This is an optimization exercise on Yosys and OpenROAD, whose aim is small area and a short achievable clock period, not a production implementation. Function was checked by simulation only, so behaviour that the tests miss may differ from the original.

==> inputs of run A <==
==> flow/design.v (excerpt) <==
module Circle_Area_Calculator(clk, rst, radius, area);
  input wire clk, rst;
  input wire [31:0] radius;
  output reg [31:0] area;
  wire [22:0] r = radius[22:0];
  wire [22:0] rn = ~r;
  wire p47 = r >= 23'h3504f4;
  wire p47n = ~p47;
  wire ge_a = r >= 23'h106ebf;
  wire ge_b = r >= 23'h4c422f;
  wire ge_c = r >= 23'h4c4230;
  wire q47 = (ge_a & ~p47) | ge_c;
  wire q47n = ~q47;
  wire [7:0] expo = {radius[29:23], 1'b0} + 8'd130 + {7'd0, ge_a} + {7'd0, ge_b};
  wire [22:0] mant;
  wire n1;
  NB2 u1 (r[1], r[0], n1);
  wire n2;
  ND2 u2 (r[0], r[1], n2);
  wire n3;
  ND2 u3 (r[0], r[2], n3);
  wire n4;
  ND2 u4 (r[0], r[3], n4);
  wire n5;
  ND2 u5 (r[0], r[4], n5);
  wire n6;
  ND2 u6 (r[0], r[5], n6);
  wire n7;
  ND2 u7 (r[0], r[6], n7);
  wire n8;
  ND2 u8 (r[0], r[7], n8);
  wire n9;
  ND2 u9 (r[0], r[8], n9);
  wire n10;
  ND2 u10 (r[0], r[9], n10);
  wire n11;
  ND2 u11 (r[0], r[10], n11);
  wire n12;
  ND2 u12 (r[0], r[11], n12);
  wire n13;
  ND2 u13 (r[0], r[12], n13);
  wire n14;
  ND2 u14 (r[0], r[13], n14);
  wire n15;
  ND2 u15 (r[0], r[14], n15);
  wire n16;
  ND2 u16 (r[0], r[15], n16);
  wire n17;
  ND2 u17 (r[0], r[16], n17);
  wire n18;
  ND2 u18 (r[0], r[17], n18);
  wire n19;
  ND2 u19 (r[0], r[18], n19);
  wire n20;
  ND2 u20 (r[0], r[19], n20);
  wire n21;
  ND2 u21 (r[0], r[20], n21);
  wire n22;
  ND2 u22 (r[0], r[21], n22);
  wire n23;
  ND2 u23 (r[0], r[22], n23);
  wire n24;
  NB2 u24 (r[2], r[1], n24);
  wire n25;
  ND2 u25 (r[1], r[2], n25);
  ...
export LEC_CHECK = 0
export CAP_MARGIN = 20
export CORE_MARGIN = 2
export CORE_UTILIZATION = 40
export SLEW_MARGIN = 20
export SYNTH_HIERARCHICAL = 1
export SYNTH_MINIMUM_KEEP_SIZE = 0
create_clock -name core_clock -period 30.0 [get_ports {clk}]
standard.sh (not shown) runs the stock make flow with config.mk's settings and CLKGATE_MAP_FILE= SYNTH_SCRIPT=/design/flow/synth_recipe.tcl, a recipe that flattens the netlist after the stock synthesis.
==> flow/flow/run.sh <==
#!/bin/bash
set -o pipefail
cp standard.sh standard_sh.log
export SETUP_SLACK_MARGIN=${MARGIN:-14}
export BUFFER_PORTS_ARGS="${BPA:--buffer_cell sky130_fd_sc_hd__buf_4}"
bash standard.sh > standard.log 2>&1
==> run P (differences from run A) <==
==> flow/flow/run.sh (replaced) <==
#!/bin/bash
set -o pipefail
cp standard.sh standard_sh.log
export PRE_FLOORPLAN_TCL="$(pwd)/flow/downsize.tcl"
export SETUP_SLACK_MARGIN=${MARGIN:-14.5}
export BUFFER_PORTS_ARGS="-buffer_cell sky130_fd_sc_hd__buf_2"
bash standard.sh > standard.log 2>&1
==> flow/flow/downsize.tcl (new file) <==
# Downsize the combinational cells that synthesis mapped to a stronger drive
# than _1 (ABC upsizes some one-gate modules) to the _1 cell of the same
# function; the timing repair steps later upsize the cells that need it.
set ds_count 0
set ds_db [ord::get_db]
foreach ds_inst [[ord::get_db_block] getInsts] {
  set ds_master [[$ds_inst getMaster] getName]
  if { ![regexp {^sky130_fd_sc_hd__(\w+)_(\d+)$} $ds_master -> ds_base ds_drive] } { continue }
  if { $ds_drive <= 1 } { continue }
  if { [regexp {^(dfxtp|dfrtp|dfstp|buf|clkbuf|clkinv|clkdlybuf4s\d+|dlygate4sd\d|dlymetal6s\d+s|tapvpwrvgnd|fill|decap|conb)$} $ds_base] } { continue }
  set ds_new "sky130_fd_sc_hd__${ds_base}_1"
  if { [$ds_db findMaster $ds_new] == "NULL" } { continue }
  replace_cell [$ds_inst getName] $ds_new
  incr ds_count
}
puts "downsize.tcl: downsized $ds_count instances"
==> results_dict.tcl <==
set metrics [dict create \
    synth_top_family_by_area "adder cells" \
    worst_slew_pin_slew_ps 911 \
    yosys-top-cells-count "nand2_1 (313), fa_1 (297), xor2_1 (124), nor2_1 (120), inv_1 (93)" \
    cts_resized 0 \
    synth-compound-area-share_pct 8.43 \
    via_count 9055 \
    status "timing/DRC/antenna clean" \
    met2_usage_pct 35.4 \
    seq_share_pct 4.66 \
    post-route-period-util_pct 51.1 \
    crit_arrival_ps 15470 \
]
# the run above: run A

==> results_dict.tcl <==
set metrics [dict create \
    cts_resized 29 \
    drive_gt1_share_pct 9.08 \
    buffers 83 \
    via_count 9067 \
    highest_layer "met4" \
    nFlopsAndLatches 31 \
    start_kind "primary input" \
    routedLengthMet1_um 12800 \
    wl_met3_um 1640 \
    timing.hold.ws_ps 5970 \
    crit_arrival_ps 15090 \
    worst_slew_pin_slew_ps 1290 \
    antenna_found_initial 0 \
    met2_usage_pct 35.2 \
    max_stage_delay_ps 560 \
    grt_use_met3_pct 2.42 \
    finalSetupTns_ps 0 \
    status "timing/DRC/antenna clean" \
    max_freq_mhz 66.9 \
]
# the run above: run P


---

==> v31 <==
Another version of the RTL of Circle_Area_Calculator (not shown whole).
clock: 30.0 ns
lec_check: 0
cap_margin: 20
core_margin: 2
core_utilization: 40
cts_buf_list: sky130_fd_sc_hd__clkbuf_8
slew_margin: 20
synth_hierarchical: 1
synth_minimum_keep_size: 0
==> flow/flow/run.sh <==
#!/bin/bash
set -o pipefail
cp standard.sh standard_sh.log
export PRE_FLOORPLAN_TCL="$(pwd)/flow/downsize.tcl"
export PRE_RESIZE_TCL="$(pwd)/flow/outports.tcl"
export SETUP_SLACK_MARGIN=${MARGIN:-14.75}
export BUFFER_PORTS_ARGS="-inputs -buffer_cell sky130_fd_sc_hd__buf_2"
bash standard.sh > standard.log 2>&1
==> flow/flow/downsize.tcl <==
# Downsize the combinational cells that synthesis mapped to a stronger drive
# than _1 (ABC upsizes some one-gate modules) to the _1 cell of the same
# function; the timing repair steps later upsize the cells that need it.
set ds_count 0
set ds_db [ord::get_db]
foreach ds_inst [[ord::get_db_block] getInsts] {
  set ds_master [[$ds_inst getMaster] getName]
  if { ![regexp {^sky130_fd_sc_hd__(\w+)_(\d+)$} $ds_master -> ds_base ds_drive] } { continue }
  if { $ds_drive <= 1 } { continue }
  if { [regexp {^(dfxtp|dfrtp|dfstp|buf|clkbuf|clkinv|clkdlybuf4s\d+|dlygate4sd\d|dlymetal6s\d+s|tapvpwrvgnd|fill|decap|conb)$} $ds_base] } { continue }
  set ds_new "sky130_fd_sc_hd__${ds_base}_1"
  if { [$ds_db findMaster $ds_new] == "NULL" } { continue }
  replace_cell [$ds_inst getName] $ds_new
  incr ds_count
}
puts "downsize.tcl: downsized $ds_count instances"
==> flow/flow/outports.tcl <==
buffer_ports -outputs -buffer_cell sky130_fd_sc_hd__buf_1
==> v13 (differences from v31) <==
==> flow/flow/run.sh (replaced) <==
#!/bin/bash
set -o pipefail
cp standard.sh standard_sh.log
export PRE_FLOORPLAN_TCL="$(pwd)/flow/downsize.tcl"
export PRE_RESIZE_TCL="$(pwd)/flow/outports.tcl"
export SETUP_SLACK_MARGIN=${MARGIN:-15}
export BUFFER_PORTS_ARGS="-inputs -buffer_cell sky130_fd_sc_hd__buf_2"
bash standard.sh > standard.log 2>&1
Settings changed: CTS_BUF_LIST sky130_fd_sc_hd__clkbuf_8 to sky130_fd_sc_hd__clkbuf_4.
==> v30 (differences from v31) <==
--- a/flow/design.v
+++ b/flow/design.v
@@ -7,20 +7,14 @@
   wire p47 = r >= 23'h3504f4;
   wire p47n = ~p47;
   wire ge_a = r >= 23'h106ebf;
   wire ge_b = r >= 23'h4c422f;
   wire ge_c = r >= 23'h4c4230;
   wire q47 = (ge_a & ~p47) | ge_c;
   wire q47n = ~q47;
-  wire sh0 = ~q47 & ~p47;
-  wire sh1 = q47 ^ p47;
-  wire sh2 = q47 & p47;
-  wire sh0n = ~sh0;
-  wire sh1n = ~sh1;
-  wire sh2n = ~sh2;
   wire [7:0] expo = {radius[29:23], 1'b0} + 8'd130 + {7'd0, ge_a} + {7'd0, ge_b};
   wire [22:0] mant;
   wire n1;
   NB2 u1 (r[1], r[0], n1);
   wire n2;
   ND2 u2 (r[0], r[1], n2);
   wire n3;
@@ -1060,137 +1054,137 @@
   wire n737;
   OR2 u737 (n275, rn[21], n737);
   wire n738, n739;
   HA u739 (rn[22], n737, n738, n739);
   wire n740;
   NR2 u740 (n437, n456, n740);
   wire n741;
-  ND2 u741 (n437, n456, n741);
+  XR2 u741 (n437, n456, n741);
   wire n742;
   NR2 u742 (n419, n436, n742);
   wire n743;
-  ND2 u743 (n419, n436, n743);
+  XR2 u743 (n419, n436, n743);
   wire n744;
   NR2 u744 (n403, n418, n744);
   wire n745;
   AOI21 u745 (n743, n744, n742, n745);
   wire n746;
-  ND2 u746 (n403, n418, n746);
+  XR2 u746 (n403, n418, n746);
   wire n747;
   ND2 u747 (n743, n746, n747);
   wire n748;
   NR2 u748 (n387, n402, n748);
   wire n749;
-  ND2 u749 (n387, n402, n749);
+  XR2 u749 (n387, n402, n749);
   wire n750;
   NR2 u750 (n373, n386, n750);
   wire n751;
   AOI21 u751 (n749, n750, n748, n751);
   wire n752;
-  ND2 u752 (n373, n386, n752);
+  XR2 u752 (n373, n386, n752);
   wire n753;
   ND2 u753 (n749, n752, n753);
   wire n754;
   NR2 u754 (n347, n358, n754);
   wire n755;
   INV u755 (n372, n755);
   wire n756;
   ND2 u756 (n755, n754, n756);
   wire n757;
   OAI21 u757 (n753, n756, n751, n757);
   wire n758;
-  ND2 u758 (n347, n358, n758);
+  XR2 u758 (n347, n358, n758);
   wire n759;
   ND2 u759 (n755, n758, n759);
   wire n760;
   NR2 u760 (n753, n759, n760);
   wire n761;
   NR2 u761 (n335, n346, n761);
   wire n762;
-  ND2 u762 (n335, n346, n762);
+  XR2 u762 (n335, n346, n762);
   wire n763;
   NR2 u763 (n325, n334, n763);
   wire n764;
   AOI21 u764 (n762, n763, n761, n764);
   wire n765;
-  ND2 u765 (n325, n334, n765);
+  XR2 u765 (n325, n334, n765);
   wire n766;
   ND2 u766 (n762, n765, n766);
   wire n767;
   NR2 u767 (n307, n314, n767);
   wire n768;
   INV u768 (n324, n768);
   wire n769;
   ND2 u769 (n768, n767, n769);
   wire n770;
   OAI21 u770 (n766, n769, n764, n770);
   wire n771;
-  ND2 u771 (n307, n314, n771);
+  XR2 u771 (n307, n314, n771);
   wire n772;
   ND2 u772 (n768, n771, n772);
   wire n773;
   NR2 u773 (n766, n772, n773);
   wire n774;
   NR2 u774 (n299, n306, n774);
   wire n775;
-  ND2 u775 (n299, n306, n775);
+  XR2 u775 (n299, n306, n775);
   wire n776;
   NR2 u776 (n293, n298, n776);
   wire n777;
   AOI21 u777 (n775, n776, n774, n777);
   wire n778;
-  ND2 u778 (n293, n298, n778);
+  XR2 u778 (n293, n298, n778);
   wire n779;
   ND2 u779 (n775, n778, n779);
   wire n780;
   NR2 u780 (n283, n286, n780);
   wire n781;
   INV u781 (n292, n781);
   wire n782;
   ND2 u782 (n781, n780, n782);
   wire n783;
   OAI21 u783 (n779, n782, n777, n783);
   wire n784;
   AOI21 u784 (n773, n783, n770, n784);
   wire n785;
-  ND2 u785 (n283, n286, n785);
+  XR2 u785 (n283, n286, n785);
   wire n786;
   ND2 u786 (n781, n785, n786);
   wire n787;
   NR2 u787 (n779, n786, n787);
   wire n788;
   ND2 u788 (n773, n787, n788);
   wire n789;
   NR2 u789 (n277, n278, n789);
   wire n790;
   INV u790 (n282, n790);
   wire n791;
   ND2 u791 (n790, n789, n791);
   wire n792;
-  ND2 u792 (n277, n278, n792);
+  XR2 u792 (n277, n278, n792);
   wire n793;
   ND2 u793 (n790, n792, n793);
   wire n794;
   NR2 u794 (n4, n24, n794);
   wire n795;
   INV u795 (n276, n795);
   wire n796;
   ND2 u796 (n795, n794, n796);
   wire n797;
   OAI21 u797 (n793, n796, n791, n797);
   wire n798;
-  ND2 u798 (n4, n24, n798);
+  XR2 u798 (n4, n24, n798);
   wire n799;
   ND2 u799 (n795, n798, n799);
   wire n800;
   NR2 u800 (n793, n799, n800);
   wire n801;
   NR2 u801 (n2, n3, n801);
   wire n802;
-  ND2 u802 (n2, n3, n802);
+  XR2 u802 (n2, n3, n802);
   wire n803;
   INV u803 (n1, n803);
   wire n804;
   ND2 u804 (n802, n803, n804);
   wire n805;
   AOI21 u805 (n800, n801, n797, n805);
   wire n806;
@@ -1820,117 +1814,117 @@
   wire n1209;
   XN2 u1209 (n973, n998, n1209);
   wire n1210;
   OR2 u1210 (n973, n998, n1210);
   wire n1211;
   NR2 u1211 (n1048, n1055, n1211);
   wire n1212;
-  ND2 u1212 (n1048, n1055, n1212);
+  XR2 u1212 (n1048, n1055, n1212);
   wire n1213;
   NR2 u1213 (n1042, n1047, n1213);
   wire n1214;
-  ND2 u1214 (n1042, n1047, n1214);
+  XR2 u1214 (n1042, n1047, n1214);
   wire n1215;
   NR2 u1215 (n1036, n1041, n1215);
   wire n1216;
   AOI21 u1216 (n1214, n1215, n1213, n1216);
   wire n1217;
-  ND2 u1217 (n1036, n1041, n1217);
+  XR2 u1217 (n1036, n1041, n1217);
   wire n1218;
   ND2 u1218 (n1214, n1217, n1218);
   wire n1219;
   NR2 u1219 (n1030, n1035, n1219);
   wire n1220;
-  ND2 u1220 (n1030, n1035, n1220);
+  XR2 u1220 (n1030, n1035, n1220);
   wire n1221;
   NR2 u1221 (n1026, n1029, n1221);
   wire n1222;
   AOI21 u1222 (n1220, n1221, n1219, n1222);
   wire n1223;
-  ND2 u1223 (n1026, n1029, n1223);
+  XR2 u1223 (n1026, n1029, n1223);
   wire n1224;
   ND2 u1224 (n1220, n1223, n1224);
   wire n1225;
   NR2 u1225 (n1022, n1025, n1225);
   wire n1226;
-  ND2 u1226 (n1022, n1025, n1226);
+  XR2 u1226 (n1022, n1025, n1226);
   wire n1227;
   INV u1227 (n1225, n1227);
   wire n1228;
   OAI21 u1228 (n1224, n1227, n1222, n1228);
   wire n1229;
   INV u1229 (n1021, n1229);
   wire n1230;
   ND2 u1230 (n1226, n1229, n1230);
   wire n1231;
   NR2 u1231 (n1224, n1230, n1231);
   wire n1232;
   NR2 u1232 (n1016, n1017, n1232);
   wire n1233;
-  ND2 u1233 (n1016, n1017, n1233);
+  XR2 u1233 (n1016, n1017, n1233);
   wire n1234;
   NR2 u1234 (n1014, n1015, n1234);
   wire n1235;
   AOI21 u1235 (n1233, n1234, n1232, n1235);
   wire n1236;
-  ND2 u1236 (n1014, n1015, n1236);
+  XR2 u1236 (n1014, n1015, n1236);
   wire n1237;
   ND2 u1237 (n1233, n1236, n1237);
   wire n1238;
   NR2 u1238 (n1012, n1013, n1238);
   wire n1239;
-  ND2 u1239 (n1012, n1013, n1239);
+  XR2 u1239 (n1012, n1013, n1239);
   wire n1240;
   NR2 u1240 (n1010, n1011, n1240);
   wire n1241;
   AOI21 u1241 (n1239, n1240, n1238, n1241);
   wire n1242;
   OAI21 u1242 (n1237, n1241, n1235, n1242);
   wire n1243;
-  ND2 u1243 (n1010, n1011, n1243);
+  XR2 u1243 (n1010, n1011, n1243);
   wire n1244;
   ND2 u1244 (n1239, n1243, n1244);
   wire n1245;
   NR2 u1245 (n1237, n1244, n1245);
   wire n1246;
   NR2 u1246 (n1008, n1009, n1246);
   wire n1247;
-  ND2 u1247 (n1008, n1009, n1247);
+  XR2 u1247 (n1008, n1009, n1247);
   wire n1248;
   NR2 u1248 (n1006, n1007, n1248);
   wire n1249;
   AOI21 u1249 (n1247, n1248, n1246, n1249);
   wire n1250;
-  ND2 u1250 (n1006, n1007, n1250);
+  XR2 u1250 (n1006, n1007, n1250);
   wire n1251;
   ND2 u1251 (n1247, n1250, n1251);
   wire n1252;
   NR2 u1252 (n1004, n1005, n1252);
   wire n1253;
-  ND2 u1253 (n1004, n1005, n1253);
+  XR2 u1253 (n1004, n1005, n1253);
   wire n1254;
   NR2 u1254 (n1002, n1003, n1254);
   wire n1255;
   AOI21 u1255 (n1253, n1254, n1252, n1255);
   wire n1256;
   OAI21 u1256 (n1251, n1255, n1249, n1256);
   wire n1257;
   AOI21 u1257 (n1245, n1256, n1242, n1257);
   wire n1258;
-  ND2 u1258 (n1002, n1003, n1258);
+  XR2 u1258 (n1002, n1003, n1258);
   wire n1259;
   ND2 u1259 (n1253, n1258, n1259);
   wire n1260;
   NR2 u1260 (n1251, n1259, n1260);
   wire n1261;
   ND2 u1261 (n1245, n1260, n1261);
   wire n1262;
   NR2 u1262 (n1000, n1001, n1262);
   wire n1263;
-  ND2 u1263 (n1000, n1001, n1263);
+  XR2 u1263 (n1000, n1001, n1263);
   wire n1264;
   INV u1264 (n999, n1264);
   wire n1265;
   ND2 u1265 (n1263, n1264, n1265);
   wire n1266;
   NR2 u1266 (n954, n953, n1266);
   wire n1267;
==> flow/flow/run.sh (replaced) <==
#!/bin/bash
set -o pipefail
cp standard.sh standard_sh.log
export PRE_FLOORPLAN_TCL="$(pwd)/flow/downsize.tcl"
export SETUP_SLACK_MARGIN=${MARGIN:-14.5}
export BUFFER_PORTS_ARGS="-buffer_cell sky130_fd_sc_hd__buf_2"
bash standard.sh > standard.log 2>&1
Settings changed: CTS_BUF_LIST sky130_fd_sc_hd__clkbuf_8 to unset.
removed: flow/flow/outports.tcl
==> summary of the runs <==
- The highest worst hold slack belongs to v30, the lowest to v13.
- In v30 the die area is higher than in v31, by 1.2%.
- The lowest first-iteration DRC count belongs to v30, the highest to v31.
- Synthesized cell count is the same in v30 and v13.
- In sequential cell count, v31 and v30 do not differ.
- Sequential share of layout area, lowest first: v13, v30, v31.

re-timing with driven ports:
The flow's constraints put no driver on any port. The routed layouts listed below were extracted and timed again, unchanged, in two steps. Step 1 assumes that a clkbuf_16 drives the clock port and a buf_2 every other input. Step 2, shift: input delay + t, output delay - t, t = (earliest + latest rising clock arrival at the registers) / 2. This alone moves slack from input paths to output paths. Three values: ideal ports, drivers, drivers and shift; two values: the first two.
| run | t, ns | setup WS [ns] | hold slack, ns | pins driven straight from the clock port |
|---|---|---|---|---|
| run A | 0.298 | 14.680 / 14.687 / 14.388 | 5.983 / 5.986 / 6.284 | 1 |
| run P | 0.309 | 15.055 / 15.057 / 14.748 | 5.974 / 5.962 / 6.271 | 1 |
| v31 | 0.311 | 15.345 / 15.348 / 15.037 | 5.971 / 5.966 / 6.277 | 1 |
| v13 | 0.361 | 15.506 / 15.495 / 15.134 | 5.914 / 5.911 / 6.272 | 1 |
| v30 | 0.309 | 15.047 / 15.061 / 14.752 | 5.975 / 5.962 / 6.271 | 1 |
After both steps setup and hold are still met in every run listed. For v13, which loses most, drivers alone change the setup slack by -0.011 ns; drivers and shift together by -0.372 ns.
